Background: an optimization exercise with open tools, aiming at small area, a short achievable clock period and few clock cycles per item. Do not read the settings as production practice. At most, simulation tests tie the RTL to the original design; equivalence was not proved. The RTL of run 2 was laid out without a check of its function.

**design/flow/design.v**
```verilog
`timescale 1 ns / 100 ps
module D_REG(iRSTn,
             iCLK,
             iEN,
             iCLR,
             iDATA,
             oDATA);
    parameter WL = 8;
    input	iRSTn;
    input	iCLK;
    input	iEN;
    input	iCLR;
    input	[WL-1:0] iDATA;
    output	[WL-1:0] oDATA;
    reg 	[WL-1:0] oDATA;
    always @(posedge iCLK or negedge iRSTn)
    begin
        if (~iRSTn)
        begin
            oDATA <= 0;
        end
        else if (iCLR)
        begin
            oDATA <= 0;
        end
            else if (iEN)
            begin
            oDATA	 <= iDATA;
            end
        else
        begin
            oDATA	 <= oDATA;
        end
    end
endmodule
`timescale 1 ns / 100 ps
module COUNTER_VER3	(iCLK,
                     iRSTn,
                     iEN,
                     iCLR,
                     oCNT);
parameter WL  = 8;
parameter IV  = 0;  
parameter LSB = 2;
parameter ECV = 13;  
input	       		iCLK;
input	       		iRSTn;
input	     		iCLR;
input	       		iEN;
output	[WL-1:0]	oCNT;
reg		[WL-1:0]	oCNT;
always @(negedge iRSTn or posedge iCLK)
begin
    if (~iRSTn)
    begin
        oCNT <= IV ;
    end
    else if (iCLR)
    begin
        oCNT <= IV ;
    end
        else if (iEN)
        begin
        if (oCNT[WL-1:LSB] == ECV)
        begin
            oCNT <= IV;
        end
        else
        begin
            oCNT <= oCNT+1;
        end
        end
    else
    begin
        oCNT <= oCNT;
    end
end
endmodule
`timescale 1 ns / 100 ps
module BF(iDATA1,
          iDATA2,
          oDATA_add,
          oDATA_sub);
    parameter IL = 16;
    parameter OL = IL+1;
    input	[IL-1:0] 	iDATA1;
    input	[IL-1:0] 	iDATA2;
    output	[OL-1:0] 	oDATA_add;
    output	[OL-1:0] 	oDATA_sub;
    assign oDATA_add = {iDATA1[IL-1],iDATA1} + {iDATA2[IL-1],iDATA2};
    assign oDATA_sub = {iDATA1[IL-1],iDATA1} - {iDATA2[IL-1],iDATA2};
endmodule
`timescale 1 ns / 100 ps
module CLIP(iDATA,
            oDATA);
    parameter IL = 10;  
    parameter OL = 8;  
    input  [IL-1:0] iDATA;  
    output [OL-1:0] oDATA;  
    wire   [OL-1:0] oDATA;
    assign oDATA = (iDATA[IL-1]) ?
    ((((&iDATA[IL-2:OL-1]) == 0)|((|iDATA[OL-2:0]) == 0)) ?
    ({iDATA[IL-1],{(OL-2){1'b0}},{1'b1}}) :
    ({iDATA[IL-1],iDATA[OL-2:0]})) :  
    ((|(iDATA[IL-2:OL-1])) ?
    ({iDATA[IL-1],{(OL-1){1'b1}}}) : ({iDATA[IL-1],iDATA[OL-2:0]}));
endmodule
`timescale 1 ns / 100 ps
module ROUND_2B(iDATA,
                oDATA);
    parameter IL = 10;
    parameter OL = 7;
    parameter RL = IL - OL;
    input [IL-1:0] iDATA;
    output [OL-1:0] oDATA;
    wire [1:0] sel = iDATA[RL-1:RL-2];
    assign oDATA = (iDATA[IL-1] == 0) ?
    (&iDATA[IL-2:RL-1]) ?
    (iDATA[IL-1:RL]) :
    (iDATA[IL-1:RL]+iDATA[RL-1]) :
    (sel == 2'b00 || sel == 2'b01) ?
    (iDATA[IL-1:RL]) :
    (sel == 2'b10) ?
    (iDATA[IL-1:RL]+|(iDATA[RL-2:0])) : (iDATA[IL-1:RL]+1'b1);
endmodule
`timescale 1 ns / 100 ps
module CPX_MULT(iCLK,
                iRSTn,
                iEN,
                iCLR,
                iDATA_re_1,
                iDATA_im_1,
                iDATA_re_2,
                iDATA_im_2,
                oDATA_re,
                oDATA_im);
    parameter IL1 = 9;
    parameter IL2 = 10;
    parameter OL  = IL1+IL2;
    input 				iCLK;
    input				iRSTn;
    input				iEN;
    input				iCLR;
    input	[IL1-1:0]	iDATA_re_1;
    input	[IL1-1:0]	iDATA_im_1;
    input	[IL2-1:0]	iDATA_re_2;
    input	[IL2-1:0]	iDATA_im_2;
    output	[OL-1:0]	oDATA_re, oDATA_im;
    wire	[OL-2:0]	comp_re_1, comp_im_1;
    wire	[OL-2:0]	comp_re_2, comp_im_2;
    wire	[OL-1:0]	oDATA_re_tmp;
    wire	[OL-1:0]	oDATA_im_tmp;
    wire	[OL-2:0]	D_ff_re1, D_ff_im1,D_ff_re2, D_ff_im2;
    wire	[OL-2:0] 	iDATA1_re_ext  = {{(IL2-1){iDATA_re_1[IL1-1]}}, iDATA_re_1};
    wire 	[OL-2:0] 	iDATA2_re_ext = {{(IL1-1){iDATA_re_2[IL2-1]}}, iDATA_re_2};
    wire	[OL-2:0] 	iDATA1_im_ext  = {{(IL2-1){iDATA_im_1[IL1-1]}}, iDATA_im_1};
    wire	[OL-2:0] 	iDATA2_im_ext  = {{(IL1-1){iDATA_im_2[IL2-1]}}, iDATA_im_2};
    assign	comp_re_1 = iDATA1_re_ext*iDATA2_re_ext;
    assign	comp_re_2 = iDATA1_im_ext*iDATA2_im_ext;
    assign	comp_im_1 = iDATA1_re_ext*iDATA2_im_ext;
    assign	comp_im_2 = iDATA2_re_ext*iDATA1_im_ext;
    assign	oDATA_re_tmp = {{comp_re_1[OL-2],comp_re_1}}-{{comp_re_2[OL-2],comp_re_2}};
    assign	oDATA_im_tmp = {{comp_im_1[OL-2],comp_im_1}}+{{comp_im_2[OL-2],comp_im_2}};
    D_REG#(
    .WL(OL)
    )D_FF_oDATA_RE(
    .iCLK(iCLK),
    .iRSTn(iRSTn),
    .iEN(iEN),
    .iCLR(iCLR),
    .iDATA(oDATA_re_tmp),
    .oDATA(oDATA_re)
    );
    D_REG#(
    .WL(OL)
    )D_FF_oDATA_IM(
    .iCLK(iCLK),
    .iRSTn(iRSTn),
    .iEN(iEN),
    .iCLR(iCLR),
    .iDATA(oDATA_im_tmp),
    .oDATA(oDATA_im)
    );
endmodule
`timescale 1 ns / 100 ps
module TW_ROM(twiddle_addr,
              oDATA_RE,
              oDATA_IM);
    parameter WL = 10;
    parameter WN = 3;
    parameter paraP0000 = 10'b0000000000;  
    parameter paraP3827 = 10'b0011000100;  
    parameter paraN3827 = 10'b1100111100;  
    parameter paraP7071 = 10'b0101101010;  
    parameter paraN7071 = 10'b1010010110;  
    parameter paraP9239 = 10'b0111011001;  
    parameter paraN9239 = 10'b1000100110;  
    parameter paraP1000 = 10'b0111111111;  
    parameter paraN1000 = 10'b1000000001;  
    input		[WN-1:0]		twiddle_addr;
    output		[WL-1:0] 		oDATA_RE;
    output  	[WL-1:0] 		oDATA_IM;
    reg			[WL-1:0]		oDATA_RE;
    reg			[WL-1:0]		oDATA_IM;
    always @(*)
    begin
        case(twiddle_addr)	 
            'd00:
            begin
                oDATA_RE = paraP1000;
                oDATA_IM = paraP0000;
            end
            'd01:
            begin
                oDATA_RE = paraP9239;
                oDATA_IM = paraN3827;
            end
            'd02:
            begin
                oDATA_RE = paraP7071;
                oDATA_IM = paraN7071;
            end
            'd03:
            begin
                oDATA_RE = paraP3827;
                oDATA_IM = paraN9239;
            end
            'd04:
            begin
                oDATA_RE = paraP0000;
                oDATA_IM = paraN1000;
            end
            'd05:
            begin
                oDATA_RE = paraN3827;
                oDATA_IM = paraN9239;
            end
            'd06:
            begin
                oDATA_RE = paraN7071;
                oDATA_IM = paraN7071;
            end
            'd07:
            begin
                oDATA_RE = paraN9239;
                oDATA_IM = paraN3827;
            end
            default:
            begin
                oDATA_RE = 10'b0100000000;
                oDATA_IM = 10'b0000000000;
            end
        endcase
    end
endmodule
`timescale 1 ns / 100 ps
module SINGLE_BF(iRSTn,
                 iCLK,
                 iCLR,
                 iEN,
                 STATE,
                 iDATA,
                 oEN,
                 oDATA);
    parameter	STATE0	 = 3'b000;
    parameter	STATE1	 = 3'b001;
    parameter	STATE2	 = 3'b010;
    parameter	STATE3	 = 3'b011;
    parameter	STATE4	 = 3'b100;
    parameter	CNT	 = 	16;
    parameter	IL 	 = 	16;
    parameter	OL 	 = 	16;
    parameter	TW	  = 	10;
    input 					iRSTn;
    input 					iCLK;
    input 					iCLR;
    input					iEN;
    input	[2:0]			STATE;
    input	[2*IL-1:0]		iDATA;
    output 					oEN;
    output	[2*OL-1:0]		oDATA;
    wire	[IL-1:0]		iDATA_RE = iDATA[2*IL-1:IL];
    wire	[IL-1:0]		iDATA_IM = iDATA[IL-1:0];
    wire	[IL-1:0]		iDATA_RE_D;
    wire	[IL-1:0]		iDATA_IM_D;
    wire	[IL	 :0]		oDATA_RE_HIGH;
    wire	[IL	 :0]		oDATA_RE_LOW;
    wire	[IL	 :0]		oDATA_IM_HIGH;
    wire	[IL	 :0]		oDATA_IM_LOW;
    wire	[OL-1:0]		oDATA_RE_HIGH_C;
    wire	[OL-1:0]		oDATA_IM_HIGH_C;
    wire	[2*OL-1:0]		oDATA_HIGH;
    wire					Cnt_EN;
    wire	[3:0]			oCNT;
    wire	[2:0]			TW_ADDR;
    wire	[TW-1:0]		Tw_RE;
    wire	[TW-1:0]		Tw_IM;
    wire	[IL+TW:0]		oDATA_RE_LOW_TW;
    wire	[IL+TW:0]		oDATA_IM_LOW_TW;
    wire	[OL+1:0]		oDATA_RE_LOW_R;
    wire	[OL+1:0]		oDATA_IM_LOW_R;
    wire	[OL-1:0]		oDATA_RE_LOW_C;
    wire	[OL-1:0]		oDATA_IM_LOW_C;
    wire	[2*OL-1:0]		oDATA_LOW;
    wire	[2*OL-1:0]		oDATA_TMP;
    wire                    iEN_1D;
    wire                    iEN_2D;
    D_REG#(
    .WL(IL)
    )D_REG_BF1_RE(
    .iRSTn(iRSTn),
    .iCLK(iCLK),
    .iEN(iEN||oEN),
    .iCLR(iCLR),
    .iDATA(iDATA_RE),
    .oDATA(iDATA_RE_D)
    );
    D_REG#(
    .WL(IL)
    )D_REG_BF2_IM(
    .iRSTn(iRSTn),
    .iCLK(iCLK),
    .iEN(iEN||oEN),
    .iCLR(iCLR),
    .iDATA(iDATA_IM),
    .oDATA(iDATA_IM_D)
    );
    BF#(
    .IL(IL),
    .OL(IL+1)
    )BF_RE(
    .iDATA1(iDATA_RE_D),		 
    .iDATA2(iDATA_RE),
    .oDATA_add(oDATA_RE_HIGH),		 
    .oDATA_sub(oDATA_RE_LOW)
    );
    BF#(
    .IL(IL),
    .OL(IL+1)
    )BF_IM(
    .iDATA1	(iDATA_IM_D),
    .iDATA2	(iDATA_IM),
    .oDATA_add(oDATA_IM_HIGH),
    .oDATA_sub(oDATA_IM_LOW)
    );
    CLIP#(
    .IL(IL+1),
    .OL(OL)
    )CLIP_HIGH_RE(
    .iDATA(oDATA_RE_HIGH),
    .oDATA(oDATA_RE_HIGH_C)
    );
    CLIP#(
    .IL(IL+1),
    .OL(OL)
    )CLIP_HIGH_IM(
    .iDATA(oDATA_IM_HIGH),
    .oDATA(oDATA_IM_HIGH_C)
    );
    assign	oDATA_HIGH = {oDATA_RE_HIGH_C,oDATA_IM_HIGH_C};
    D_REG#(
    .WL(1'b1)
    )U_D_REG_EN_DELAY(
    .iRSTn(iRSTn),
    .iCLK(iCLK),
    .iEN(1'b1),
    .iCLR(iCLR),
    .iDATA(iEN),
    .oDATA(Cnt_EN)
    );
    COUNTER_VER3#(
    .WL(4),
    .IV(0),
    .LSB(0),
    .ECV(CNT-1)
    )U_COUNTER_V3_WC(
    .iCLK(iCLK),
    .iRSTn(iRSTn),
    .iEN(Cnt_EN),
    .iCLR(iCLR),
    .oCNT(oCNT)
    );
    assign TW_ADDR = (STATE == STATE1) ? {oCNT[3:1]} :
    (STATE == STATE2) ? {oCNT[2:1],1'b0} :
    (STATE == STATE3) ? {oCNT[3],2'b00} :
    (STATE == STATE4) ? {3'b000} : 0;
    TW_ROM U_TW_ROM(		 
    .twiddle_addr(TW_ADDR),
    .oDATA_RE(Tw_RE),
    .oDATA_IM(Tw_IM)
    );
    CPX_MULT#(
    .IL1(IL+1),
    .IL2(10)
    )CPX_MULT_LOW(
    .iCLK(iCLK),
    .iRSTn(iRSTn),
    .iEN(iEN||oEN),
    .iCLR(iCLR),
    .iDATA_re_1(oDATA_RE_LOW),
    .iDATA_im_1(oDATA_IM_LOW),
    .iDATA_re_2(Tw_RE),
    .iDATA_im_2(Tw_IM),
    .oDATA_re(oDATA_RE_LOW_TW),
    .oDATA_im(oDATA_IM_LOW_TW)
    );
    ROUND_2B#(
    .IL(IL+11),
    .OL(IL+2)
    )ROUND_2B_LOW_RE(
    .iDATA(oDATA_RE_LOW_TW),
    .oDATA(oDATA_RE_LOW_R)
    );
    ROUND_2B#(
    .IL(IL+11),
    .OL(IL+2)
    )ROUND_2B_LOW_IM(
    .iDATA(oDATA_IM_LOW_TW),
    .oDATA(oDATA_IM_LOW_R)
    );
    CLIP#(
    .IL(IL+2),
    .OL(OL)
    )CLIP_LOW_RE(
    .iDATA(oDATA_RE_LOW_R),
    .oDATA(oDATA_RE_LOW_C)
    );
    CLIP#(
    .IL(IL+2),
    .OL(OL)
    )CLIP_LOW_IM(
    .iDATA(oDATA_IM_LOW_R),
    .oDATA(oDATA_IM_LOW_C)
    );
    assign oDATA_LOW = {oDATA_RE_LOW_C,oDATA_IM_LOW_C};
    assign	oDATA_TMP = (oCNT[0] == 1) ?
    (oDATA_HIGH) :
    (oCNT[0] == 0) ?
    (oDATA_LOW) : (16'b0);
    D_REG#(
    .WL(1)
    )D_REG_iEN_1D(
    .iRSTn(iRSTn),
    .iCLK(iCLK),
    .iEN(1'b1),
    .iCLR(iCLR),
    .iDATA(iEN),
    .oDATA(iEN_1D)
    );
    D_REG#(
    .WL(1)
    )D_REG_iEN_2D(
    .iRSTn(iRSTn),
    .iCLK(iCLK),
    .iEN(1'b1),
    .iCLR(iCLR),
    .iDATA(iEN_1D),
    .oDATA(iEN_2D)
    );
    D_REG#(
    .WL(1)
    )D_REG_iEN_3D(
    .iRSTn(iRSTn),
    .iCLK(iCLK),
    .iEN(1'b1),
    .iCLR(iCLR),
    .iDATA(iEN_2D),
    .oDATA(oEN)
    );
    D_REG#(
    .WL(2*IL)
    )D_REG_BF_OUT(
    .iRSTn(iRSTn),
    .iCLK(iCLK),
    .iEN(iEN||oEN),
    .iCLR(iCLR),
    .iDATA(oDATA_TMP),
    .oDATA(oDATA)
    );
endmodule
`timescale 1 ns / 100 ps
module MEM_R_CTRL(iRSTn,
                  iCLK,
                  iStart_INT,
                  iCLR,
                  oEN_RC,
                  oEN,
                  RADDR,
                  STATE);
    parameter	STATE0	 = 3'b000;
    parameter	STATE1	 = 3'b001;
    parameter	STATE2	 = 3'b010;
    parameter	STATE3	 = 3'b011;
    parameter	STATE4	 = 3'b100;
    parameter	STATE5	 = 3'b101;
    parameter	CNT		   = 20;
    input 				iRSTn;
    input 				iCLK;
    input 				iStart_INT;
    input 				iCLR;
    output 				oEN_RC;
    output 				oEN;
    output	[6:0]		RADDR;
    output	[2:0]		STATE;
    reg		[2:0]		current_state;
    wire	[2:0]		next_state;
    wire				Cnt_EN;
    wire	[4:0]		oCNT;
    wire				oEN_FINAL;
    always @(posedge iCLK or negedge iRSTn)
    begin
        if (~iRSTn)
        begin
            current_state <= STATE0;
        end
        else if (iCLR)
        begin
            current_state <= STATE0;
        end
        else
        begin
            current_state <= next_state;
        end
    end
    assign next_state = (current_state == STATE0) ? ((iStart_INT == 1) ? STATE1 : STATE0) :
    (current_state == STATE1) ? ((oCNT == CNT-1) ?	STATE2 : STATE1) :
    (current_state == STATE2) ? ((oCNT == CNT-1) ? STATE3 : STATE2) :
    (current_state == STATE3) ? ((oCNT == CNT-1) ? STATE4 : STATE3) :
    (current_state == STATE4) ? ((oCNT == CNT-1) ? STATE5 : STATE4) :
    (current_state == STATE5) ? ((oCNT == CNT-1) ? STATE0 : STATE5) : STATE0;
    assign Cnt_EN = (current_state == STATE0) ? 1'b0 : 1'b1 ;
    COUNTER_VER3#(
    .WL(5),
    .IV(0),
    .LSB(0),
    .ECV(CNT-1)
    )U_COUNTER_V3_WC(
    .iCLK(iCLK),
    .iRSTn(iRSTn),
    .iEN(Cnt_EN),
    .iCLR(iCLR),
    .oCNT(oCNT)
    );
    assign	oEN_RC = (current_state == STATE1) ? ((oCNT < 5'd16) ? {1'b1} : 0) :
    (current_state == STATE2) ? ((oCNT < 5'd16) ? {1'b1} : 0) :
    (current_state == STATE3) ? ((oCNT < 5'd16) ? {1'b1} : 0) :
    (current_state == STATE4) ? ((oCNT < 5'd16) ? {1'b1} : 0) :
    (current_state == STATE5) ? ((oCNT < 5'd16) ? {1'b1} : 0) : 0;
    assign	RADDR = (current_state == STATE1) ? {3'b000,{oCNT[0]},{oCNT[3]},{oCNT[2]},{oCNT[1]}} :
    (current_state == STATE2) ? {3'b001,{oCNT[3]},{oCNT[0]},{oCNT[2]},{oCNT[1]}} :
    (current_state == STATE3) ? {3'b010,{oCNT[2]},{oCNT[1]},{oCNT[0]},{oCNT[3]}} :
    (current_state == STATE4) ? {3'b011,{oCNT[3:0]}} :
    (current_state == STATE5) ? {3'b100,{oCNT[3:0]}} :	0;
    assign	oEN_FINAL = 	(current_state == STATE5)	? ((oCNT < 5'd16) ? 1'b1 : 0) : 0;
    assign	STATE = current_state;
    D_REG#(
    .WL(1)
    )D_REG_oEN(
    .iRSTn(iRSTn),
    .iCLK(iCLK),
    .iCLR(iCLR),
    .iEN(1'b1),
    .iDATA(oEN_FINAL),
    .oDATA(oEN)
    );
endmodule
`timescale 1 ns / 100 ps
module MEM_W_CTRL(iRSTn,
                  iCLK,
                  iStart_W,
                  iCLR,
                  oEN_WC,
                  WADDR);
    parameter	STATE0		 = 3'b000;
    parameter	STATE1		 = 3'b001;
    parameter	STATE2		 = 3'b010;
    parameter	STATE3		 = 3'b011;
    parameter	STATE4		 = 3'b100;
    parameter	CNT			   = 20;
    input 				iRSTn;
    input 				iCLK;
    input 				iStart_W;
    input 				iCLR;
    output 				oEN_WC;
    output	[6:0]		WADDR;
    reg		[2:0]		current_state;
    wire				Cnt_EN;
    wire	[2:0]		next_state;
    wire	[4:0]		oCNT;
    always @(posedge iCLK or negedge iRSTn)
    begin
        if (~iRSTn)
        begin
            current_state <= STATE0;
        end
        else if (iCLR)
        begin
            current_state <= STATE0;
        end
        else
        begin
            current_state <= next_state;
        end
    end
    assign next_state = (current_state == STATE0) ? ((iStart_W == 1) ? STATE1 : STATE0) :
    (current_state == STATE1) ? ((oCNT == CNT-1) ? STATE2 : STATE1) :
    (current_state == STATE2) ? ((oCNT == CNT-1) ? STATE3 : STATE2) :
    (current_state == STATE3) ? ((oCNT == CNT-1) ? STATE4 : STATE3) :
    (current_state == STATE4) ? ((oCNT == CNT-1) ? STATE0 : STATE4) : STATE0;
    assign Cnt_EN = (current_state == STATE0) ? 1'b0 : 1'b1;
    COUNTER_VER3#(
    .WL(5),
    .IV(0),
    .LSB(0),
    .ECV(CNT-1)
    )U_COUNTER_V3_WC(
    .iCLK(iCLK),
    .iRSTn(iRSTn),
    .iEN(Cnt_EN),
    .iCLR(iCLR),
    .oCNT(oCNT)
    );
    assign	oEN_WC = (current_state == STATE1) ? ((oCNT < 5'd16) ? {1'b1} : 0) :
    (current_state == STATE2) ? ((oCNT < 5'd16) ? {1'b1} : 0) :
    (current_state == STATE3) ? ((oCNT < 5'd16) ? {1'b1} : 0) :
    (current_state == STATE4) ? ((oCNT < 5'd16) ? {1'b1} : 0) : 0;
    assign	WADDR = (current_state == STATE1) ? {3'b001,{oCNT[0]},{oCNT[3]},{oCNT[2]},{oCNT[1]}} :
    (current_state == STATE2) ? {3'b010,{oCNT[3]},{oCNT[0]},{oCNT[2]},{oCNT[1]}} :
    (current_state == STATE3) ? {3'b011,{oCNT[2]},{oCNT[1]},{oCNT[0]},{oCNT[3]}} :
    (current_state == STATE4) ? {3'b100,{oCNT[3:0]}} : 0;
endmodule
`timescale 1 ns / 100 ps
module MEMORY(clka,
              ena,
              wea,
              addra,
              dina,
              clkb,
              enb,
              addrb,
              doutb);
    input           clka;
    input           ena;
    input           wea;
    input   [6:0]   addra;
    input   [31:0]  dina;
    input           clkb;
    input           enb;
    input   [6:0]   addrb;
    output  [31:0]  doutb;
    reg     [31:0]  doutb;
    reg     [31:0]  mem [0:79];
    always @(posedge clka)
    begin
        if (ena && wea)
            mem[addra] <= dina;
    end
    always @(posedge clkb)
    begin
        if (enb)
            doutb <= mem[addrb];
    end
endmodule
`timescale 1 ns / 100 ps
module FFT_Top(iRSTn,
               iCLK,
               iStart_INT,
               iCLR,
               iWR_EN,
               iWR_ADDR,
               iWR_DATA,
               oREADY,
               oEN,
               oDATA_re,
               oDATA_im);
    parameter WL = 16;
    input 					iRSTn;
    input 					iCLK;
    input 					iStart_INT;
    input 					iCLR;
    input 					iWR_EN;
    input	[3:0]			iWR_ADDR;
    input	[2*WL-1:0]		iWR_DATA;
    output 					oREADY;
    output 					oEN;
    output	[WL-1:0]		oDATA_re;
    output	[WL-1:0]		oDATA_im;
    wire					oEN_RC;
    wire	[6:0]			RADDR;
    wire	[2:0]			STATE;
    wire	[2*WL-1:0]		MEM_OUT;
    wire					oEN_FFT;
    wire	[2*WL-1:0]		oDATA_FFT;
    wire					iStart_W;
    wire					oEN_WC;
    wire	[6:0]			WADDR;
    wire                   iDATA_RE_1D;
    wire                   iDATA_RE_2D;
    wire					MEM_WE;
    wire	[6:0]			MEM_WADDR;
    wire	[2*WL-1:0]		MEM_WDATA;
    assign	oREADY    = (STATE == 3'b000);
    assign	MEM_WE    = oEN_WC | (iWR_EN & oREADY);
    assign	MEM_WADDR = oEN_WC ? WADDR : {3'b000, iWR_ADDR};
    assign	MEM_WDATA = oEN_WC ? oDATA_FFT : iWR_DATA;
    MEM_R_CTRL uMEM_R_CTRL(
    .iRSTn(iRSTn),
    .iCLK(iCLK),
    .iStart_INT(iStart_INT),
    .iCLR(iCLR),
    .oEN_RC(oEN_RC),
    .oEN(oEN),
    .RADDR(RADDR),
    .STATE(STATE)
    );
    SINGLE_BF U_SINGLE_BF(
    .iRSTn(iRSTn),
    .iCLK(iCLK),
    .iCLR(iCLR),
    .iEN(oEN_RC),
    .STATE(STATE),
    .iDATA(MEM_OUT),
    .oEN(oEN_FFT),
    .oDATA(oDATA_FFT)
    );
    MEMORY U_MEMORY(
    .clka(iCLK),
    .ena(MEM_WE),
    .wea(MEM_WE),
    .addra(MEM_WADDR),
    .dina(MEM_WDATA),
    .clkb(iCLK),
    .enb(oEN_RC),
    .addrb(RADDR),
    .doutb(MEM_OUT)
    );
    MEM_W_CTRL uMEM_W_CTRL(
    .iRSTn(iRSTn),
    .iCLK(iCLK),
    .iStart_W(iStart_W),
    .iCLR(iCLR),
    .oEN_WC(oEN_WC),
    .WADDR(WADDR)
    );
    assign		oDATA_re = MEM_OUT[2*WL-1:WL];
    assign		oDATA_im = MEM_OUT[WL-1:0];
    D_REG#(
    .WL(1)
    )D_REG_Write_Start_1D(
    .iRSTn(iRSTn),
    .iCLK(iCLK),
    .iEN(1'b1),
    .iCLR(iCLR),
    .iDATA(iStart_INT),
    .oDATA(iDATA_RE_1D)
    );
    D_REG#(
    .WL(1)
    )D_REG_Write_Start_2D(
    .iRSTn(iRSTn),
    .iCLK(iCLK),
    .iEN(1'b1),
    .iCLR(iCLR),
    .iDATA(iDATA_RE_1D),
    .oDATA(iDATA_RE_2D)
    );
    D_REG#(
    .WL(1)
    )D_REG_Write_Start_3D(
    .iRSTn(iRSTn),
    .iCLK(iCLK),
    .iEN(1'b1),
    .iCLR(iCLR),
    .iDATA(iDATA_RE_2D),
    .oDATA(iStart_W)
    );
endmodule
```
**design/flow/run.sh**
```bash
#!/bin/bash
# synth_recipe.tcl (not shown) runs the flow's synth.tcl, then flattens the netlist and writes it again
# the make line also repeats each setting of config.mk as NAME=value (left out here)
make -C /OpenROAD-flow-scripts/flow DESIGN_CONFIG=/design/flow/config.mk WORK_HOME=/design/flow/orfs CLKGATE_MAP_FILE= SYNTH_SCRIPT=/design/flow/synth_recipe.tcl finish
```
**design/flow/config.mk**
```make
export PLATFORM = sky130hd
export DESIGN_NAME = FFT_Top
export DESIGN_NICKNAME = FFT_Top
export VERILOG_FILES = /design/flow/design.v
export SDC_FILE = /design/flow/constraint.sdc
export NUM_CORES = 4
export LEC_CHECK = 0
export CAP_MARGIN = 20
export CORE_MARGIN = 2
export CORE_UTILIZATION = 40
export PLACE_DENSITY = 0.6
export SLEW_MARGIN = 20
```
**design/flow/constraint.sdc**
```tcl
create_clock -name core_clock -period 10.0 [get_ports {iCLK}]
set_input_delay 2.0000 -clock core_clock [delete_from_list [all_inputs] [get_ports {iCLK}]]
set_output_delay 2.0000 -clock core_clock [all_outputs]
set_load 0.01 [all_outputs]
```
==> impl_metrics.ini, run 1 <==
[final_layout]
drive_above_1_share_pct = 16.20
nets = 10090
areaGrowthSynthToFinish_pct = 12.53
design_area_um2 = 152400

[synthesis]
ys_seq_area_share_pct = 60.16
synth-simple-area-share_pct = 6.502
synth_top_cell_by_area = edfxtp_1
synth-main-ff-cell = edfxtp_1
synth_top_family_by_area = adder cells
syn_avg_cell_area_um2 = 15.17
yosysMostFrequentCell = edfxtp_1
synth_mux_area_share_pct = 11.15
synth_top_area_share_pct = 57.48
synth_edf_count = 2592
synth_area_um2 = 135400
synthXorXnorAreaFrac_pct = 1.656
synth_compound_area_share_pct = 4.974
synth_seq_cells = 2737
synth.top_cells.by_count = 2592 x edfxtp_1, 914 x nand2_1, 874 x inv_1
yosys.cell_types.count = 98
synth_warnings = 11
async_reset_ff_share_pct = 5.298
syn_inst = 8923
synth-adder-area-share_pct = 11.77
yosys-top-cells-area = edfxtp_1 57%, mux4_2 11%, fa_1 8.0%

[clock_tree]
ctsHtreeMaxLevel = 5
holdBufCountCts = 0
clk_path_buf_depth = 4
clk_pin_slew_worst_paths_ns = 0.06
cts_buffers = 291
tritoncts = yes
root_buffer = clkbuf_16
clock_sinks = 2737
worstSkewPairLatency_ns = 0.90

[detailed_routing]
drt_wl_total_um = 385100
drt-pass1-iter-count = 7
dr.max_layer_used = met5
drt-initial-drc-count = 8156
vias_per_cell = 5.685
wl_met1_um = 154800
drcViolationCount = 0
ant_nets = 0
wl_met2_um = 187400
vias = 78780
wire_per_inst_um = 27.79
route.met3.wl_um = 27570

[timing]
fin_skew_ns = 0.05813
fin_tns_setup_ns = 0
worstMarginPinSlew_ns = 1.148
fmax_mhz = 106.4
hold_viol = 0
grt_setup_unrepaired = false
fin_crit_sh_pct = 93.95
relSlewSlack_pct = 22.36
finalWorstPathRequiredPeriod_ns = 9.395
setup-violations-final = 0
slew_viol_final = 0

[run]
drv_cap = 0

[worst_setup_path]
end_kind = flop
rrSetupSlack_ns = 0.60
cp.arrival_ns = 10.15
cp.required_ns = 10.76
ff2ff_path_depth = 33
cp_num_buf_inv = 6
cpMaxStageDelayCell = a21boi_2
reg2reg_to = U_SINGLE_BF.CPX_MULT_LOW.D_FF_oDATA_IM.oDATA[25]$_DFFE_PN0P_
crit_path_max_fanout = 29
crit_family = compound AO/OA/AOI/OAI gates
slowest_delay_ns = 0.82
crit_type = reg2reg
worst_setup_path_start_kind = flop
path_common_cell = inv_1
rr_startpoint = uMEM_R_CTRL.current_state[0]$_DFF_PN0_

[global_routing]
grt_pass1_wl_um = 559100
grt_antenna_before_repair = 16
grt_pass1_vias = 80770
grt_max_degree = 129
grt_usage_pct = 22.38
gr-total-overflow = 0

[hold_path]
min_to = U_SINGLE_BF.CPX_MULT_LOW.D_FF_oDATA_RE.oDATA[1]$_DFFE_PN0P_
worstHoldStart = U_SINGLE_BF.CPX_MULT_LOW.D_FF_oDATA_RE.oDATA[1]$_DFFE_PN0P_
hold_path_depth = 2
holdCritPathClass = reg2reg

[die]
pin_count = 75
start_util_pct = 40.20
die_x_um = 585.8
dieHeight_um = 585.8
die-area_um2 = 343200
rows = 213
coreArea_um2 = 336900

[placed_design]
gp_congestion = 0.8864
io_buffers = 74
place_area_um2 = 143000
dp_hpwl_um = 241300

[run_status]
status = complete, no violations
==> per-layer routing <==
metal  vias up  global-route usage, %
met5         -                      0
met4         2                  7.819
met3       556                  3.227
met2      3009                  37.20
met1     41790                  30.11
li1      33410                      -
==> flip-flops by register name, indices dropped and copies added, names as in the netlist <==
register / flops
D_REG_Write_Start_1D.oDATA: 1
D_REG_Write_Start_2D.oDATA: 1
D_REG_Write_Start_3D.oDATA: 1
U_MEMORY.doutb: 32
U_MEMORY.mem: 2560
U_SINGLE_BF.CPX_MULT_LOW.D_FF_oDATA_IM.oDATA: 27
U_SINGLE_BF.CPX_MULT_LOW.D_FF_oDATA_RE.oDATA: 27
U_SINGLE_BF.D_REG_BF1_RE.oDATA: 16
U_SINGLE_BF.D_REG_BF2_IM.oDATA: 16
U_SINGLE_BF.D_REG_BF_OUT.oDATA: 32
U_SINGLE_BF.D_REG_iEN_2D.oDATA: 1
U_SINGLE_BF.D_REG_iEN_3D.oDATA: 1
U_SINGLE_BF.U_COUNTER_V3_WC.oCNT: 4
U_SINGLE_BF.U_D_REG_EN_DELAY.oDATA: 1
uMEM_R_CTRL.D_REG_oEN.oDATA: 1
uMEM_R_CTRL.U_COUNTER_V3_WC.oCNT: 5
uMEM_R_CTRL.current_state: 3
uMEM_W_CTRL.U_COUNTER_V3_WC.oCNT: 5
uMEM_W_CTRL.current_state: 3
==> layout make-up <==
class | instances | area, um2
repair buffers | 330 | 2877
clock inverters | 176 | 1632
multi-input cells | 4866 | 49860
fillers | 29330 | 184500
clock buffers | 343 | 7561
well taps | 4515 | 5649
flip-flops and latches | 2737 | 81460
inverters | 878 | 3296
diodes | 11 | 27.53
==> metrics by stage <==
stage / setup WS [ns] / cells / util [%] / hold WS [ns]
final: 0.6046 / 13860 / 45.23 / 0.4800
after global routing: 0.01847 / 13850 / 45.22 / 0.5069
after CTS: 0.2557 / 13840 / 45.19 / 0.4798
after detailed placement: 0.3309 / 13330 / 42.46 / 0.4672
after global placement: 0.4654 / 13320 / 42.42 / 0.4581
after floorplan: 1.354 / 8923 / - / 0.4385
==> worst max-delay path by stage <==
stage,start,to,depth (start not counted)
floorplan,U_MEMORY.doutb[18]$_DFFE_PP_,U_SINGLE_BF.CPX_MULT_LOW.D_FF_oDATA_IM.oDATA[25]$_DFFE_PN0P_,36
global placement,U_MEMORY.doutb[1]$_DFFE_PP_,U_SINGLE_BF.CPX_MULT_LOW.D_FF_oDATA_RE.oDATA[23]$_DFFE_PN0P_,36
detailed placement,U_MEMORY.doutb[17]$_DFFE_PP_,U_SINGLE_BF.CPX_MULT_LOW.D_FF_oDATA_RE.oDATA[22]$_DFFE_PN0P_,38
CTS,U_MEMORY.doutb[17]$_DFFE_PP_,U_SINGLE_BF.CPX_MULT_LOW.D_FF_oDATA_RE.oDATA[22]$_DFFE_PN0P_,38
global route,uMEM_R_CTRL.current_state[1]$_DFF_PN0_,U_SINGLE_BF.CPX_MULT_LOW.D_FF_oDATA_IM.oDATA[25]$_DFFE_PN0P_,36
finish,uMEM_R_CTRL.current_state[0]$_DFF_PN0_,U_SINGLE_BF.CPX_MULT_LOW.D_FF_oDATA_IM.oDATA[25]$_DFFE_PN0P_,33
==> cells in the final DEF, fill, tap and decap left out, drive strengths merged, types with 15 or more instances in the layout <==
master,synthesis,routed
a31oi,47,47
a21o,44,44
o21bai,22,22
bufinv,0,22
ha,407,407
nor4,23,23
o21a,26,26
clkbuf,319,343
and2,29,29
nand2,914,914
and3,50,50
xor2,80,80
a22oi,227,227
o31ai,47,47
mux2,35,35
clkdlybuf4s50,1,72
mux4,634,634
clkinv,3,133
a21oi,187,187
mux2i,42,42
nor2b,57,57
nor2,435,435
nor3,70,70
or2,16,16
a22o,42,42
nand4,32,32
a211oi,37,37
o211ai,25,25
xnor2,176,176
dfrtp,145,145
inv,875,891
nand3,185,185
edfxtp,2592,2592
or3,15,15
fa,542,542
nand2b,82,82
o21ai,149,149
buf,121,258
==> worst register-to-register path, delay by kind of cell, from the launching register on <==
kind	cells	cell delay [ns]
AO/OA/AOI/OAI	11	3.64
AND/OR/NAND/NOR	8	1.42
buffers and inverters	6	0.73
flip-flops	1	0.34
adder cells (fa/ha/maj)	7	2.95
XOR/XNOR	1	0.25
==> cells by family after synthesis <==
group                    Yosys count
flip-flops                      2737
AND/OR/NAND/NOR                 1967
AO/OA/AOI/OAI                    983
buffers and inverters           1320
XOR/XNOR                         256
adder cells (fa/ha/maj)          949
multiplexers                     711
==> repair_timing <==
| item | 4_1_cts | 5_1_grt |
|---|---|---|
| endpoints found under the setup margin | 0 | 12 |
| resized for setup | 0 | 10 |
| buffers inserted | 0 | 0 |
Testbench counts, summed over its fixed seeds: cycles 22,240, items 192.
==> run 2, diff against run 1 <==
--- a/design/flow/design.v
+++ b/design/flow/design.v
@@ -673,105 +673,533 @@
                oEN,
                oDATA_re,
                oDATA_im);
-    parameter WL = 16;
-    input 					iRSTn;
-    input 					iCLK;
-    input 					iStart_INT;
-    input 					iCLR;
-    input 					iWR_EN;
-    input	[3:0]			iWR_ADDR;
-    input	[2*WL-1:0]		iWR_DATA;
-    output 					oREADY;
-    output 					oEN;
-    output	[WL-1:0]		oDATA_re;
-    output	[WL-1:0]		oDATA_im;
-    wire					oEN_RC;
-    wire	[6:0]			RADDR;
-    wire	[2:0]			STATE;
-    wire	[2*WL-1:0]		MEM_OUT;
-    wire					oEN_FFT;
-    wire	[2*WL-1:0]		oDATA_FFT;
-    wire					iStart_W;
-    wire					oEN_WC;
-    wire	[6:0]			WADDR;
-    wire                   iDATA_RE_1D;
-    wire                   iDATA_RE_2D;
-    wire					MEM_WE;
-    wire	[6:0]			MEM_WADDR;
-    wire	[2*WL-1:0]		MEM_WDATA;
-    assign	oREADY    = (STATE == 3'b000);
-    assign	MEM_WE    = oEN_WC | (iWR_EN & oREADY);
-    assign	MEM_WADDR = oEN_WC ? WADDR : {3'b000, iWR_ADDR};
-    assign	MEM_WDATA = oEN_WC ? oDATA_FFT : iWR_DATA;
-    MEM_R_CTRL uMEM_R_CTRL(
-    .iRSTn(iRSTn),
-    .iCLK(iCLK),
-    .iStart_INT(iStart_INT),
-    .iCLR(iCLR),
-    .oEN_RC(oEN_RC),
-    .oEN(oEN),
-    .RADDR(RADDR),
-    .STATE(STATE)
-    );
-    SINGLE_BF U_SINGLE_BF(
-    .iRSTn(iRSTn),
-    .iCLK(iCLK),
-    .iCLR(iCLR),
-    .iEN(oEN_RC),
-    .STATE(STATE),
-    .iDATA(MEM_OUT),
-    .oEN(oEN_FFT),
-    .oDATA(oDATA_FFT)
-    );
-    MEMORY U_MEMORY(
-    .clka(iCLK),
-    .ena(MEM_WE),
-    .wea(MEM_WE),
-    .addra(MEM_WADDR),
-    .dina(MEM_WDATA),
-    .clkb(iCLK),
-    .enb(oEN_RC),
-    .addrb(RADDR),
-    .doutb(MEM_OUT)
-    );
-    MEM_W_CTRL uMEM_W_CTRL(
-    .iRSTn(iRSTn),
-    .iCLK(iCLK),
-    .iStart_W(iStart_W),
-    .iCLR(iCLR),
-    .oEN_WC(oEN_WC),
-    .WADDR(WADDR)
-    );
-    assign		oDATA_re = MEM_OUT[2*WL-1:WL];
-    assign		oDATA_im = MEM_OUT[WL-1:0];
-    D_REG#(
-    .WL(1)
-    )D_REG_Write_Start_1D(
-    .iRSTn(iRSTn),
-    .iCLK(iCLK),
-    .iEN(1'b1),
-    .iCLR(iCLR),
-    .iDATA(iStart_INT),
-    .oDATA(iDATA_RE_1D)
-    );
-    D_REG#(
-    .WL(1)
-    )D_REG_Write_Start_2D(
-    .iRSTn(iRSTn),
-    .iCLK(iCLK),
-    .iEN(1'b1),
-    .iCLR(iCLR),
-    .iDATA(iDATA_RE_1D),
-    .oDATA(iDATA_RE_2D)
-    );
-    D_REG#(
-    .WL(1)
-    )D_REG_Write_Start_3D(
-    .iRSTn(iRSTn),
-    .iCLK(iCLK),
-    .iEN(1'b1),
-    .iCLR(iCLR),
-    .iDATA(iDATA_RE_2D),
-    .oDATA(iStart_W)
-    );
+    input               iRSTn;
+    input               iCLK;
+    input               iStart_INT;
+    input               iCLR;
+    input               iWR_EN;
+    input   [3:0]       iWR_ADDR;
+    input   [31:0]      iWR_DATA;
+    output              oREADY;
+    output              oEN;
+    output  [15:0]      oDATA_re;
+    output  [15:0]      oDATA_im;
+    reg                 ir_we, ir_st;
+    reg     [3:0]       ir_a;
+    reg     [31:0]      ir_d;
+    always @(posedge iCLK or negedge iRSTn)
+    begin
+        if (~iRSTn) begin
+            ir_we <= 1'b0;
+            ir_st <= 1'b0;
+        end
+        else begin
+            ir_we <= iWR_EN;
+            ir_st <= iStart_INT & ~iCLR;
+        end
+    end
+    always @(posedge iCLK)
+    begin
+        ir_a <= iWR_ADDR;
+        ir_d <= iWR_DATA;
+    end
+    reg                 rdy;
+    always @(posedge iCLK or negedge iRSTn)
+    begin
+        if (~iRSTn) rdy <= 1'b0;
+        else        rdy <= 1'b1;
+    end
+    assign oREADY = rdy;
+    reg                 fresh;       
+    reg     [3:0]       nf;          
+    reg     [3:0]       fi;          
+    reg     [15:0]      asg;         
+    reg     [63:0]      wmap;        
+    reg     [63:0]      rmap;        
+    wire    [3:0]       wm_a  = wmap[ir_a*4 +: 4];
+    wire                rew   = asg[ir_a];
+    wire    [3:0]       rm_f  = fresh ? fi : rmap[fi*4 +: 4];
+    wire    [3:0]       wm0_n = (ir_we && ir_a == 4'd0) ? nf : wmap[3:0];
+    reg     [63:0]      wmap_n;
+    integer             q;
+    always @(*)
+    begin
+        wmap_n = wmap;
+        if (ir_we) wmap_n[ir_a*4 +: 4] = nf;
+    end
+    always @(posedge iCLK or negedge iRSTn)
+    begin
+        if (~iRSTn) begin
+            fresh <= 1'b1;
+            nf    <= 4'd0;
+            fi    <= 4'd1;
+            asg   <= 16'd0;
+        end
+        else if (iCLR) begin
+            fresh <= 1'b1;
+            nf    <= 4'd0;
+            fi    <= 4'd1;
+            asg   <= 16'd0;
+        end
+        else if (ir_st) begin
+            fresh <= 1'b0;
+            nf    <= wm0_n;
+            fi    <= 4'd1;
+            asg   <= 16'd0;
+        end
+        else if (ir_we) begin
+            asg[ir_a] <= 1'b1;
+            if (rew)
+                nf <= wm_a;
+            else begin
+                nf <= rm_f;
+                fi <= fi + 4'd1;
+            end
+        end
+    end
+    always @(posedge iCLK)
+    begin
+        wmap <= wmap_n;
+        if (ir_st) rmap <= wmap_n;
+    end
+    reg     [511:0]     mem;
+    genvar              g;
+    generate
+        for (g = 0; g < 16; g = g + 1) begin : G_MEM
+            always @(posedge iCLK)
+                if (ir_we && nf == g) mem[g*32 +: 32] <= ir_d;
+        end
+    endgenerate
+    reg                 rd_act;
+    reg     [3:0]       rd_t;
+    reg     [3:0]       rs;
+    always @(posedge iCLK or negedge iRSTn)
+    begin
+        if (~iRSTn) begin
+            rd_act <= 1'b0;
+            rd_t   <= 4'd0;
+        end
+        else if (iCLR) begin
+            rd_act <= 1'b0;
+            rd_t   <= 4'd0;
+        end
+        else if (ir_st) begin
+            rd_act <= 1'b1;
+            rd_t   <= 4'd0;
+        end
+        else if (rd_act) begin
+            rd_t   <= rd_t + 4'd1;
+            if (rd_t == 4'd15) rd_act <= 1'b0;
+        end
+    end
+    wire    [3:0]       rd_t1 = rd_t + 4'd1;
+    always @(posedge iCLK)
+        rs <= ir_st ? wm0_n : rmap[rd_t1*4 +: 4];
+    reg     [31:0]      fd;
+    reg                 fv;
+    reg     [3:0]       fidx;
+    always @(posedge iCLK)
+    begin
+        fd   <= mem[rs*32 +: 32];
+        fidx <= rd_t;
+    end
+    always @(posedge iCLK or negedge iRSTn)
+    begin
+        if (~iRSTn)     fv <= 1'b0;
+        else if (iCLR)  fv <= 1'b0;
+        else            fv <= rd_act;
+    end
+    wire    [31:0]      y1, y2, y3, y4;
+    wire                v1, v2, v3, v4;
+    wire    [3:0]       i1, i2, i3, i4;
+    SDF_S1 U_S1(.clk(iCLK), .rstn(iRSTn), .clr(iCLR), .x(fd), .xv(fv), .xi(fidx), .y(y1), .yv(v1), .yi(i1));
+    SDF_S2 U_S2(.clk(iCLK), .rstn(iRSTn), .clr(iCLR), .x(y1), .xv(v1), .xi(i1), .y(y2), .yv(v2), .yi(i2));
+    SDF_S3 U_S3(.clk(iCLK), .rstn(iRSTn), .clr(iCLR), .x(y2), .xv(v2), .xi(i2), .y(y3), .yv(v3), .yi(i3));
+    SDF_S4 U_S4(.clk(iCLK), .rstn(iRSTn), .clr(iCLR), .x(y3), .xv(v3), .xi(i3), .y(y4), .yv(v4), .yi(i4));
+    assign oEN      = v4;
+    assign oDATA_re = y4[31:16];
+    assign oDATA_im = y4[15:0];
+endmodule
+module TAGD(clk, rstn, clr, iv, ii, ov, oi);
+    parameter N = 1;
+    input               clk, rstn, clr;
+    input               iv;
+    input   [3:0]       ii;
+    output  [N-1:0]     ov;          
+    output  [4*N-1:0]   oi;
+    reg     [N-1:0]     v;
+    reg     [4*N-1:0]   t;
+    always @(posedge clk or negedge rstn)
+    begin
+        if (~rstn)      v <= {N{1'b0}};
+        else if (clr)   v <= {N{1'b0}};
+        else if (N > 1) v <= {v[N-2:0], iv};
+        else            v <= iv;
+    end
+    always @(posedge clk)
+    begin
+        if (N > 1) t <= {t[4*N-5:0], ii};
+        else       t <= ii;
+    end
+    assign ov = v;
+    assign oi = t;
+endmodule
+module SAT17(s, y);
+    input   [16:0]  s;
+    output  [15:0]  y;
+    assign y = (s[16] != s[15]) ? (s[16] ? 16'h8001 : 16'h7fff) :
+               (s[15:0] == 16'h8000) ? 16'h8001 : s[15:0];
+endmodule
+module SAT18(s, y);
+    input   [17:0]  s;
+    output  [15:0]  y;
+    wire            ov = s[17] ? ~(&s[16:15]) : (|s[16:15]);
+    assign y = ov ? (s[17] ? 16'h8001 : 16'h7fff) :
+               (s[15:0] == 16'h8000) ? 16'h8001 : s[15:0];
+endmodule
+module R511(d, r);
+    input   [16:0]  d;
+    output  [17:0]  r;
+    wire            c = d[8] & (d[16] | (|d[7:0]));
+    assign r = {d[16], d} + {{10{~d[16]}}, ~d[16:9]} + {17'd0, ~c};
+endmodule
+module BFTOP(a, b, y);
+    input   [31:0]  a, b;
+    output  [31:0]  y;
+    wire    [16:0]  sr = {a[31], a[31:16]} + {b[31], b[31:16]};
+    wire    [16:0]  si = {a[15], a[15:0]}  + {b[15], b[15:0]};
+    SAT17 U_R(.s(sr), .y(y[31:16]));
+    SAT17 U_I(.s(si), .y(y[15:0]));
+endmodule
+module BFSUB(a, b, rot, dr, di);
+    input   [31:0]  a, b;
+    input           rot;
+    output  [16:0]  dr, di;
+    wire    [15:0]  ar = a[31:16], ai = a[15:0], br = b[31:16], bi = b[15:0];
+    wire    [15:0]  p1 = rot ? ai : ar;
+    wire    [15:0]  q1 = rot ? bi : br;
+    wire    [15:0]  p2 = rot ? br : ai;
+    wire    [15:0]  q2 = rot ? ar : bi;
+    assign dr = {p1[15], p1} - {q1[15], q1};
+    assign di = {p2[15], p2} - {q2[15], q2};
+endmodule
+module CSA27(a, b, c, s, y);
+    input   [26:0]  a, b, c;
+    output  [26:0]  s, y;
+    wire    [26:0]  m = (a & b) | (a & c) | (b & c);
+    assign s = a ^ b ^ c;
+    assign y = {m[25:0], 1'b0};
+endmodule
+module SDF_S1(clk, rstn, clr, x, xv, xi, y, yv, yi);
+    input               clk, rstn, clr;
+    input   [31:0]      x;
+    input               xv;
+    input   [3:0]       xi;
+    output  [31:0]      y;
+    output              yv;
+    output  [3:0]       yi;
+    localparam D = 8;
+    wire    [8:0]       tv;
+    wire    [35:0]      ti;
+    TAGD #(.N(9)) U_TAG(.clk(clk), .rstn(rstn), .clr(clr), .iv(xv), .ii(xi), .ov(tv), .oi(ti));
+    wire                osel = ti[4*7+3];
+    assign yv = tv[8];
+    assign yi = ti[35:32];
+    reg     [255:0]     sr;          
+    wire    [31:0]      a = sr[255:224];
+    wire                bf = xv & xi[3];
+    wire    [31:0]      top;
+    BFTOP U_TOP(.a(a), .b(x), .y(top));
+    wire    [16:0]      dr, di;
+    BFSUB U_SUB(.a(a), .b(x), .rot(xi[2]), .dr(dr), .di(di));
+    reg     [16:0]      d1r, d1i;
+    reg     [1:0]       k1;
+    reg                 s1;
+    reg     [3:0]       bp;
+    always @(posedge clk)
+    begin
+        d1r <= dr;
+        d1i <= di;
+        k1  <= xi[1:0];
+        s1  <= xi[0] & (xi[2] | xi[1]);      
+        bp  <= {bp[2:0], bf};
+    end
+    wire    [17:0]      e1r = {d1r[16], d1r};
+    wire    [17:0]      e1i = {d1i[16], d1i};
+    wire    [17:0]      sx = e1r + e1i;
+    wire    [17:0]      sy = e1i - e1r;
+    reg     [17:0]      x2, y2;
+    reg     [1:0]       k2;
+    reg                 s2;
+    always @(posedge clk)
+    begin
+        x2 <= (k1 == 2'd2) ? sx : e1r;
+        y2 <= (k1 == 2'd2) ? sy : e1i;
+        k2 <= k1;
+        s2 <= s1;
+    end
+    wire    [26:0]      xe = {{9{x2[17]}}, x2};
+    wire    [26:0]      ye = {{9{y2[17]}}, y2};
+    wire    [26:0]      wr = (k2 == 2'd3) ? ye : (k2 == 2'd2) ? {xe[25:0], 1'b0} : xe;
+    wire    [26:0]      vr = k2[1] ? xe : ye;
+    wire    [26:0]      wi = (k2 == 2'd3) ? xe : (k2 == 2'd2) ? {ye[25:0], 1'b0} : ye;
+    wire    [26:0]      vi = k2[1] ? ye : xe;
+    wire                nw = (k2 == 2'd3);
+    wire                nv = (k2 == 2'd1);
+    wire    [26:0]      cr, ci, ar_, br_, ai_, bi_;
+    S1ROWS U_RR(.w(wr), .v(vr), .k(k2), .s(s2), .nw(1'b0), .nv(1'b0), .ps(ar_), .pc(br_));
+    S1ROWS U_RI(.w(wi), .v(vi), .k(k2), .s(s2), .nw(nw),   .nv(nv),   .ps(ai_), .pc(bi_));
+    reg     [26:0]      c3rs, c3rc, c3is, c3ic;
+    always @(posedge clk)
+    begin
+        c3rs <= ar_;
+        c3rc <= br_;
+        c3is <= ai_;
+        c3ic <= bi_;
+    end
+    wire    [26:0]      qr = c3rs + c3rc;
+    wire    [26:0]      qi = c3is + c3ic;
+    reg     [17:0]      q4r, q4i;
+    reg                 f4r, f4i;
+    always @(posedge clk)
+    begin
+        q4r <= qr[26:9];
+        q4i <= qi[26:9];
+        f4r <= (&qr[8:0]) & ~qr[26];
+        f4i <= (&qi[8:0]) & ~qi[26];
+    end
+    wire    [17:0]      rr = q4r + {17'd0, f4r};
+    wire    [17:0]      ri = q4i + {17'd0, f4i};
+    wire    [31:0]      bot;
+    SAT18 U_CR(.s(rr), .y(bot[31:16]));
+    SAT18 U_CI(.s(ri), .y(bot[15:0]));
+    always @(posedge clk)
+    begin
+        sr[31:0]    <= x;
+        sr[127:32]  <= sr[95:0];
+        sr[159:128] <= bp[3] ? bot : sr[127:96];
+        sr[255:160] <= sr[223:128];
+    end
+    reg     [31:0]      yr;
+    always @(posedge clk)
+        yr <= osel ? a : top;
+    assign y = yr;
+endmodule
+module S1ROWS(w, v, k, s, nw, nv, ps, pc);
+    input   [26:0]  w, v;
+    input   [1:0]   k;
+    input           s;               
+    input           nw, nv;          
+    output  [26:0]  ps, pc;
+    wire            k0 = (k == 2'd0);
+    wire            k2 = (k == 2'd2);
+    wire            eA = ~k2;
+    wire            eB = ~k0;
+    wire            gA = nw;
+    wire            gB = k[0] ^ nw;
+    wire            gC = 1'b1 ^ nw;
+    wire            gD = ~k[0] ^ nw;
+    wire            gE = nv;
+    wire            gF = k[0] ^ nv;
+    wire            gG = ~k[0] ^ nv;
+    wire    [26:0]  rA = eA ? ({w[17:0], 9'd0} ^ {27{gA}}) : 27'd0;
+    wire    [26:0]  rB = eB ? ({w[21:0], 5'd0} ^ {27{gB}}) : 27'd0;
+    wire    [26:0]  rC = eB ? ({w[23:0], 3'd0} ^ {27{gC}}) : 27'd0;
+    wire    [26:0]  rD = (s ? {w[25:0], 1'b0} : w) ^ {27{gD}};
+    wire    [26:0]  rE = eB ? ({v[18:0], 8'd0} ^ {27{gE}}) : 27'd0;
+    wire    [26:0]  rF = eB ? ({v[20:0], 6'd0} ^ {27{gF}}) : 27'd0;
+    wire    [26:0]  rG = eB ? ({v[24:0], 2'd0} ^ {27{gG}}) : 27'd0;
+    wire    [3:0]   nneg = {3'd0, eA & gA} + {3'd0, eB & gB} + {3'd0, eB & gC} + {3'd0, gD}
+                         + {3'd0, eB & gE} + {3'd0, eB & gF} + {3'd0, eB & gG};
+    wire    [26:0]  rK = 27'd255 + {23'd0, nneg};
+    wire    [26:0]  s1, c1, s2, c2, s3, c3, s4, c4, s5, c5, s6, c6;
+    CSA27 U1(.a(rA), .b(rB), .c(rC), .s(s1), .y(c1));
+    CSA27 U2(.a(rD), .b(rE), .c(rF), .s(s2), .y(c2));
+    CSA27 U3(.a(s1), .b(c1), .c(s2), .s(s3), .y(c3));
+    CSA27 U4(.a(c2), .b(rG), .c(rK), .s(s4), .y(c4));
+    CSA27 U5(.a(s3), .b(c3), .c(s4), .s(s5), .y(c5));
+    CSA27 U6(.a(s5), .b(c5), .c(c4), .s(s6), .y(c6));
+    assign ps = s6;
+    assign pc = c6;
+endmodule
+module SDF_S2(clk, rstn, clr, x, xv, xi, y, yv, yi);
+    input               clk, rstn, clr;
+    input   [31:0]      x;
+    input               xv;
+    input   [3:0]       xi;
+    output  [31:0]      y;
+    output              yv;
+    output  [3:0]       yi;
+    wire    [4:0]       tv;
+    wire    [19:0]      ti;
+    TAGD #(.N(5)) U_TAG(.clk(clk), .rstn(rstn), .clr(clr), .iv(xv), .ii(xi), .ov(tv), .oi(ti));
+    wire                osel = ti[4*3+2];
+    assign yv = tv[4];
+    assign yi = ti[19:16];
+    reg     [127:0]     sr;
+    wire    [31:0]      a = sr[127:96];
+    wire                bf = xv & xi[2];
+    wire    [31:0]      top;
+    BFTOP U_TOP(.a(a), .b(x), .y(top));
+    wire    [16:0]      dr, di;
+    BFSUB U_SUB(.a(a), .b(x), .rot(xi[1]), .dr(dr), .di(di));
+    reg     [16:0]      d1r, d1i;
+    reg                 w1;
+    reg     [2:0]       bp;
+    always @(posedge clk)
+    begin
+        d1r <= dr;
+        d1i <= di;
+        w1  <= xi[0];
+        bp  <= {bp[1:0], bf};
+    end
+    wire    [17:0]      e1r = {d1r[16], d1r};
+    wire    [17:0]      e1i = {d1i[16], d1i};
+    wire    [17:0]      sx = e1r + e1i;
+    wire    [17:0]      sy = e1i - e1r;
+    reg     [17:0]      x2, y2;
+    reg                 w2;
+    always @(posedge clk)
+    begin
+        x2 <= w1 ? sx : e1r;
+        y2 <= w1 ? sy : e1i;
+        w2 <= w1;
+    end
+    wire    [26:0]      pr_s, pr_c, pi_s, pi_c;
+    S2ROWS U_RR(.z(x2), .w(w2), .ps(pr_s), .pc(pr_c));
+    S2ROWS U_RI(.z(y2), .w(w2), .ps(pi_s), .pc(pi_c));
+    reg     [26:0]      c3rs, c3rc, c3is, c3ic;
+    always @(posedge clk)
+    begin
+        c3rs <= pr_s;
+        c3rc <= pr_c;
+        c3is <= pi_s;
+        c3ic <= pi_c;
+    end
+    wire    [26:0]      qr = c3rs + c3rc;
+    wire    [26:0]      qi = c3is + c3ic;
+    wire    [31:0]      bot;
+    SAT18 U_CR(.s(qr[26:9]), .y(bot[31:16]));
+    SAT18 U_CI(.s(qi[26:9]), .y(bot[15:0]));
+    always @(posedge clk)
+    begin
+        sr[31:0]   <= x;
+        sr[95:32]  <= sr[63:0];
+        sr[127:96] <= bp[2] ? bot : sr[95:64];
+    end
+    reg     [31:0]      yr;
+    always @(posedge clk)
+        yr <= osel ? a : top;
+    assign y = yr;
+endmodule
+module S2ROWS(z, w, ps, pc);
+    input   [17:0]  z;
+    input           w;
+    output  [26:0]  ps, pc;
+    wire    [26:0]  ze = {{9{z[17]}}, z};
+    wire    [26:0]  r1 = {ze[17:0], 9'd0};
+    wire    [26:0]  r2 = ~(w ? {ze[19:0], 7'd0} : ze);
+    wire    [26:0]  r3 = w ? ~{ze[21:0], 5'd0} : 27'd0;
+    wire    [26:0]  r4 = w ? {ze[23:0], 3'd0} : 27'd0;
+    wire    [26:0]  r5 = w ? {ze[25:0], 1'b0} : 27'd0;
+    wire    [26:0]  rk = w ? (27'd257 + {26'd0, ~z[17]}) : (27'd256 + {26'd0, ~z[17]});
+    wire    [26:0]  s1, c1, s2, c2, s3, c3, s4, c4;
+    CSA27 U1(.a(r1), .b(r2), .c(r3), .s(s1), .y(c1));
+    CSA27 U2(.a(r4), .b(r5), .c(rk), .s(s2), .y(c2));
+    CSA27 U3(.a(s1), .b(c1), .c(s2), .s(s3), .y(c3));
+    CSA27 U4(.a(s3), .b(c3), .c(c2), .s(s4), .y(c4));
+    assign ps = s4;
+    assign pc = c4;
+endmodule
+module SDF_S3(clk, rstn, clr, x, xv, xi, y, yv, yi);
+    input               clk, rstn, clr;
+    input   [31:0]      x;
+    input               xv;
+    input   [3:0]       xi;
+    output  [31:0]      y;
+    output              yv;
+    output  [3:0]       yi;
+    wire    [2:0]       tv;
+    wire    [11:0]      ti;
+    TAGD #(.N(3)) U_TAG(.clk(clk), .rstn(rstn), .clr(clr), .iv(xv), .ii(xi), .ov(tv), .oi(ti));
+    wire                osel = ti[4*1+1];
+    assign yv = tv[2];
+    assign yi = ti[11:8];
+    reg     [63:0]      sr;
+    wire    [31:0]      a = sr[63:32];
+    wire    [31:0]      top;
+    BFTOP U_TOP(.a(a), .b(x), .y(top));
+    wire    [16:0]      dr, di;
+    BFSUB U_SUB(.a(a), .b(x), .rot(xi[0]), .dr(dr), .di(di));
+    reg     [16:0]      d1r, d1i;
+    always @(posedge clk)
+    begin
+        d1r <= dr;
+        d1i <= di;
+    end
+    wire    [17:0]      mr, mi;
+    R511 U_MR(.d(d1r), .r(mr));
+    R511 U_MI(.d(d1i), .r(mi));
+    reg     [17:0]      m2r, m2i;
+    always @(posedge clk)
+    begin
+        m2r <= mr;
+        m2i <= mi;
+    end
+    wire    [31:0]      bot;
+    SAT18 U_CR(.s(m2r), .y(bot[31:16]));
+    SAT18 U_CI(.s(m2i), .y(bot[15:0]));
+    always @(posedge clk)
+        sr <= {sr[31:0], x};
+    reg     [31:0]      yr;
+    always @(posedge clk)
+        yr <= osel ? bot : top;
+    assign y = yr;
+endmodule
+module SDF_S4(clk, rstn, clr, x, xv, xi, y, yv, yi);
+    input               clk, rstn, clr;
+    input   [31:0]      x;
+    input               xv;
+    input   [3:0]       xi;
+    output  [31:0]      y;
+    output              yv;
+    output  [3:0]       yi;
+    wire    [2:0]       tv;
+    wire    [11:0]      ti;
+    TAGD #(.N(3)) U_TAG(.clk(clk), .rstn(rstn), .clr(clr), .iv(xv), .ii(xi), .ov(tv), .oi(ti));
+    wire                osel = ti[4*1+0];
+    assign yv = tv[2];
+    assign yi = ti[11:8];
+    reg     [31:0]      sr;
+    wire    [31:0]      a = sr;
+    wire    [31:0]      top;
+    BFTOP U_TOP(.a(a), .b(x), .y(top));
+    reg     [31:0]      t1;
+    wire    [16:0]      dr, di;
+    BFSUB U_SUB(.a(a), .b(x), .rot(1'b0), .dr(dr), .di(di));
+    reg     [16:0]      d1r, d1i;
+    always @(posedge clk)
+    begin
+        t1  <= top;
+        d1r <= dr;
+        d1i <= di;
+    end
+    wire    [17:0]      mr, mi;
+    R511 U_MR(.d(d1r), .r(mr));
+    R511 U_MI(.d(d1i), .r(mi));
+    reg     [17:0]      m2r, m2i;
+    always @(posedge clk)
+    begin
+        m2r <= mr;
+        m2i <= mi;
+    end
+    wire    [31:0]      bot;
+    SAT18 U_CR(.s(m2r), .y(bot[31:16]));
+    SAT18 U_CI(.s(m2i), .y(bot[15:0]));
+    always @(posedge clk)
+        sr <= x;
+    reg     [31:0]      yr;
+    always @(posedge clk)
+        yr <= osel ? bot : t1;
+    assign y = yr;
 endmodule
==> run 2 against run 1 <==
Net effect: synthesized cell count shrank 3.4%; die area shrank 28%; worst setup slack gained 3.7 ns; hold slack lost 0.23 ns; largest cell class is now multi-input combinational cells; register-to-register slack gained 3.7 ns.
==> impl_metrics.ini, run 2 <==
[synthesis]
synth_top_cell_by_area = dfxtp_1
syn_inst = 8621
synth_seq_cells = 1997
synth-main-ff-cell = dfxtp_1
yosysMostFrequentCell = dfxtp_1
ys_seq_area_share_pct = 47.01
yosys-top-cells-area = dfxtp_1 28%, edfxtp_1 18%, ha_1 8.0%
syn_avg_cell_area_um2 = 11.35
synth_area_um2 = 97880
synth.top_cells.by_count = 1367 x dfxtp_1, 695 x inv_1, 635 x nor2_1
async_reset_ff_share_pct = 2.704
synth_warnings = 8
synth_top_area_share_pct = 27.96
yosys.cell_types.count = 86
synth_edf_count = 576

[die]
die-area_um2 = 248700
dieHeight_um = 498.7
die_x_um = 498.7
pin_count = 75
start_util_pct = 40.24
coreArea_um2 = 243200
rows = 181

[worst_setup_path]
crit_type = reg2reg
critPathLaunch = U_S1.U_TAG.t[5]$_DFF_P_
rrSetupSlack_ns = 4.31
worst_setup_path_start_kind = flop
path_cells = buf_4, ha_4, clkinv_1, buf_4, a21boi_0, xnor2_1, nand2b_1, fa_1, fa_1, inv_1, fa_1, xor2_1, xnor2_1, xnor2_1, xnor2_1
reg2reg_to = U_S1.c3is[26]$_DFF_P_
ff2ff_path_depth = 15
slowest_delay_ns = 0.70
crit_path_end = U_S1.c3is[26]$_DFF_P_
end_kind = flop
cp.required_ns = 10.79
cpMaxStageDelayCell = dfxtp_2
crit_path_max_fanout = 66
rr_startpoint = U_S1.U_TAG.t[5]$_DFF_P_
path_common_cell = xnor2_1
cp.arrival_ns = 6.47

[timing]
relSlewSlack_pct = 27.70
grt_setup_unrepaired = false
fin_skew_ns = 0.1095
fin_tns_setup_ns = 0
slew_viol_final = 0
fmax_mhz = 175.9
fin_crit_sh_pct = 56.86
setup-violations-final = 0
finalWorstPathRequiredPeriod_ns = 5.686
worstMarginPinSlew_ns = 1.084
hold_viol = 0
timing.final.ws_setup_ns = 4.314

[hold_path]
holdCritPathClass = reg2reg
hold_path_depth = 0

[detailed_routing]
vias = 63830
ant_nets = 0
drt-pass1-iter-count = 6
drt-initial-drc-count = 4892
wire_per_inst_um = 20.25
drt_wl_total_um = 244200
vias_per_cell = 5.292
drcViolationCount = 0

[final_layout]
design_area_um2 = 109600
nets = 9714
final_common_cell = dfxtp_1
drive_above_1_share_pct = 9.875
fillerInstances = 22270
reg_top3 = mem (512), U_S1.sr (256), U_S2.sr (128)
areaGrowthSynthToFinish_pct = 11.98
final_cell_mix = 1351 x dfxtp_1, 693 x inv_1, 623 x nor2_1
largest_reg_flops = 512
regMostFlops = mem

[clock_tree]
ctsHtreeMaxLevel = 4
clk_path_buf_depth = 3
worstSkewPairLatency_ns = 0.91
postCtsSetupRepairBufs = 0
clock_sinks = 1997
clk_pin_slew_worst_paths_ns = 0.06
tritoncts = yes
holdBufCountCts = 0
root_buffer = clkbuf_16
post_cts_resized = 0
cts_buffers = 204

[global_routing]
grt_max_degree = 101
gr-total-overflow = 0
grt_usage_pct = 19.39
grt_pass1_wl_um = 377200
grt_antenna_before_repair = 16
grt_pass1_vias = 64510

[placed_design]
gp_congestion = 0.9111
dpl_worst_slack_ns = 4.343
place_area_um2 = 102100
dp_hpwl_um = 178600
io_buffers = 74

[run]
drv_cap = 0

[run_status]
status = complete, no violations
-- run 2: cell types whose count changed in the layout (fill, tap and decap cells not counted), sizes merged, moves of 202 or more --
cell	before	now
ha	407	623
nand2	914	427
xnor2	176	408
a22oi	227	8
a21oi	187	443
edfxtp	2592	576
mux4	634	207
dfxtp	0	1367
buf	258	56
-- run 2: layout make-up --
type / count / area, um2 / area share, %
multi-input cells: 5639 / 48340 / 44.10
flip-flops and latches: 1997 / 46050 / 42.01
clock buffers: 285 / 5899 / 5.382
well taps: 3202 / 4006 / 3.655
inverters: 699 / 2624 / 2.394
clock inverters: 101 / 1509 / 1.377
repair buffers: 130 / 1161 / 1.059
diodes: 8 / 20.02 / 0.01826
-- run 2: per-stage QoR --
step | hold WS [ns] | std cells | utilization, %
floorplan | 0.3096 | 8624 | -
global placement | 0.3096 | 11670 | 41.99
detailed placement | 0.3120 | 11670 | 41.99
CTS | 0.2396 | 12050 | 45.04
global route | 0.2445 | 12060 | 45.06
finish | 0.2505 | 12060 | 45.07
-- run 2: kinds of logic (layout without fill, tap and decap cells) --
group | after synthesis | after routing | synth area share, %
flops | 1997 | 1997 | 47.01
xor+xnor | 526 | 526 | 4.707
compound gates | 1485 | 1485 | 9.629
other cells | 2 | 13 | 0.007673
simple gates | 1981 | 1981 | 9.769
fa+ha+maj | 1063 | 1063 | 16.34
mux | 579 | 579 | 8.743
buf+inv | 988 | 1215 | 3.793
-- run 2: per-layer routing --
metal	up-vias	share of wire, %	track usage [%]
li1	30400	-	-
met1	31450	43	25.03
met2	1588	50	33.84
met3	390	4.5	2.555
met4	2	2.8	5.634
met5	-	0.0053	0
-- run 2: critical path, delay by kind of cell, from the launching register on --
kind,cells,cell delay [ns]
adder cells (fa/ha/maj),4,2.08
XOR/XNOR,5,1.17
buffers and inverters,4,0.98
flip-flops,1,0.70
AO/OA/AOI/OAI,1,0.35
AND/OR/NAND/NOR,1,0.32
-- run 2: how the worst min path moves through the flow --
stage	endpoint	slack, ns	startpoint
after floorplan	U_S1.U_TAG.t[10]$_DFF_P_	0.31	U_S1.U_TAG.t[6]$_DFF_P_
after global placement	U_S1.sr[39]$_DFF_P_	0.31	U_S1.sr[7]$_DFF_P_
after detailed placement	U_S1.bp[3]$_DFF_P_	0.31	U_S1.bp[2]$_DFF_P_
after CTS	U_S3.U_TAG.t[5]$_DFF_P_	0.24	U_S3.U_TAG.t[1]$_DFF_P_
after global routing	U_S3.U_TAG.t[5]$_DFF_P_	0.24	U_S3.U_TAG.t[1]$_DFF_P_
final	U_S3.U_TAG.t[5]$_DFF_P_	0.25	U_S3.U_TAG.t[1]$_DFF_P_

==> static timing again, ports no longer ideal <==
Ports are ideal in the flow. The routed layouts listed here were re-timed in OpenROAD.
Step 1 (the two cells are an assumption about what drives the block):
set clk [get_ports {iCLK}]
set_driving_cell -lib_cell sky130_fd_sc_hd__clkbuf_16 $clk
set_driving_cell -lib_cell sky130_fd_sc_hd__buf_2 [delete_from_list [all_inputs] $clk]
Step 2 also shifts input and output timing later by t, the mid clock arrival at the registers, as if the neighbouring blocks saw the same clock.
a / b / c = no drivers / after step 1 / after step 2; a / b = the first two.
| run | t (ns) | setup slack, ns | latest minus earliest clock arrival (ns) | worst data-port slew with drivers (ns) | cell pins on the clock port's net |
|---|---|---|---|---|---|
| run 1 | 0.968 | 0.605 / 0.605 / 0.605 | 0.062 / 0.061 | 0.14 | 1 |
| run 2 | 0.946 | 4.314 / 4.314 / 4.314 | 0.117 / 0.118 | 0.36 | 1 |
After both steps setup and hold are still met in every run listed.
